This design comes from an exercise in tuning for small area and a short achievable clock period on the open sky130 flow, not from production work.
Only simulation tests tie the RTL to the original design; equivalence was not proved.
No activity file was given, so power comes from the tool's default toggle rates.

== run A ==
## CL_02
module CL_02(clk, rstn, imem_addr, imem_data, dmem_addr, dmem_wdata, dmem_we, dmem_re, dmem_rdata, wb_en, wb_rd, wb_data);
Size: about 2000 cells after synthesis, about 230 flip-flops, ~96 I/O pins, ~19000 um2 of cells after synthesis.
clock: 11.0 ns
lec_check: 0
cap_margin: 20
core_margin: 2
core_utilization: 55
cts_cluster_diameter: 100
cts_cluster_size: 22
place_density: 0.75
setup_slack_margin: 4.5
slew_margin: 20
standard.sh (not shown) runs the stock make flow with config.mk's settings and CLKGATE_MAP_FILE= SYNTH_SCRIPT=/design/flow/synth_recipe.tcl, a recipe that flattens the netlist after the stock synthesis.
==> flow/flow/run.sh <==
#!/bin/bash
# The standard layout (standard.sh: ORFS synthesis through finish), with
# the input and output ports buffered by buf_1 cells instead of the default
# delay buffers.  The ORFS logs stay under orfs/logs; make's own output goes
# to standard.log.
set -o pipefail
bash standard.sh finish BUFFER_PORTS_ARGS="-buffer_cell sky130_fd_sc_hd__buf_1" > standard.log 2>&1
The following lists how run B was set up differently from run A:
Settings: CTS_CLUSTER_SIZE removed (was 22); SETUP_SLACK_MARGIN changed from 4.5 to 3.5; CTS_CLUSTER_DIAMETER removed (was 100).
Findings:
As of run B, count of cells resized by post-cts repair had fallen by more than half compared to run A.
Run A → run B: total chip power now sits lower, final area now sits lower.
Modified inputs, run C compared to run B
Settings: swapping 3.5 for 4 in SETUP_SLACK_MARGIN; putting CTS_CLUSTER_DIAMETER at 100 where nothing was set; putting CTS_CLUSTER_SIZE at 22 where nothing was set.
### Flow results
Run B -> run C: non-clock buffer count increased by more than a quarter. Diff run B -> run C: count of TritonRoute iterations in the first routing pass picked up an extra 1; critical path arrival moved down; fraction of power consumed by the clock network went down 3.8 points; cell area increased by about 3% relative to the old numbers; vias after detailed routing now larger. Compare run C and run B | wire length lower: run B. Final clock period utilization by the worst path down 2.9 points in run C wrt run B. NOTE fill cell instance count of the final layout run B->run C decreased by a few percent.

========
run 1:
CL_02 again, from the RTL that the note above started with.
Design CL_02, start of the top module:
module CL_02(clk, rstn, imem_addr, imem_data, dmem_addr, dmem_wdata, dmem_we, dmem_re, dmem_rdata, wb_en, wb_rd, wb_data);
Settings: LEC_CHECK=0, CAP_MARGIN=20, CORE_MARGIN=2, CORE_UTILIZATION=55, PLACE_DENSITY=0.75, SETUP_SLACK_MARGIN=4, SLEW_MARGIN=20; clock period 11.0 ns.
Scripts as last shown in full above: flow/flow/run.sh
Every stage of the flow completed for run 1, and the final layout passed the timing, design-rule and antenna checks.
--- input diff run 1..run 2 ---
- a deleted PLACE_DENSITY that had been 0.75
- a change of CORE_UTILIZATION from 55 to 40
==> flow/run.sh (new file) <==
#!/bin/bash
# synth_recipe.tcl (not shown) runs the flow's synth.tcl, then flattens the netlist and writes it again
# the make line also repeats each setting of config.mk as NAME=value (left out here)
make -C /OpenROAD-flow-scripts/flow DESIGN_CONFIG=/design/flow/config.mk WORK_HOME=/design/flow/orfs CLKGATE_MAP_FILE= SYNTH_SCRIPT=/design/flow/synth_recipe.tcl finish
removed: flow/flow/run.sh
removed: flow/standard.sh
--- outcome ---
Against run 1, run 2 comes in 1600 um^2 higher on final non-filler cell area.
In the route summary, run 2 ends up with a via count exceeding that of run 1.
Sequential cell power essentially unchanged between run 1 and run 2.
Run 2: power share of the combinational group 2.5 points above run 1
Looking at the reports, run 2 completed the entire flow and the layout it produced met the timing, design-rule and antenna checks.

========
Starting RTL as in the previous note.
export LEC_CHECK = 0
export CAP_MARGIN = 20
export CORE_MARGIN = 2
export CORE_UTILIZATION = 40
export CTS_CLUSTER_DIAMETER = 100
export CTS_CLUSTER_SIZE = 22
export SETUP_SLACK_MARGIN = 4
export SLEW_MARGIN = 20
create_clock -name core_clock -period 11.0 [get_ports {clk}]
==> flow/flow/run.sh <==
#!/bin/bash
# The standard layout (standard.sh: ORFS synthesis through finish), with
# the input and output ports buffered by buf_1 cells instead of the default
# delay buffers.  The ORFS logs stay under orfs/logs; make's own output goes
# to standard.log.
set -o pipefail
bash standard.sh finish BUFFER_PORTS_ARGS="-buffer_cell sky130_fd_sc_hd__buf_1" > standard.log 2>&1
Then changed:
Settings changed: CTS_CLUSTER_DIAMETER 100 to unset, CTS_CLUSTER_SIZE 22 to unset.
Clock-buffer cell count goes up by 4.
Non-clock buffer count goes up by 1.
Cell area goes up by 1.8%.
Hold slack loses 0.0061 ns.
Cell count goes up by 0.53%.
Synthesized cell count is unchanged.

[static timing again, ports no longer ideal]
In the flow no input, the clock included, has a driving cell. The finished layouts below were timed again as built, in two steps. Step 1 assumes that a clkbuf_16 drives the clock port and a buf_2 every other input. Step 2 also shifts input and output timing later by t, the mid clock arrival at the registers, as if the neighbouring blocks saw the same clock. a / b / c = no drivers / after step 1 / after step 2; a / b = the first two.
run	t (ns)	setup slack, ns	worst slew at a driven data input, ns	pins driven straight from the clock port
run A	0.546	4.118 / 4.062 / 4.609	0.07	1
run B	0.579	3.660 / 3.609 / 3.991	0.06	1
run C	0.520	3.978 / 3.926 / 4.388	0.06	1
run 1	0.579	4.042 / 3.992 / 4.421	0.06	1
run 2	0.583	3.966 / 3.916 / 4.247	0.05	1
the first run of note 3	0.526	4.021 / 3.971 / 4.335	0.08	1
the second run of note 3	0.564	4.037 / 3.988 / 4.323	0.08	1
After both steps every run listed still meets setup and hold.
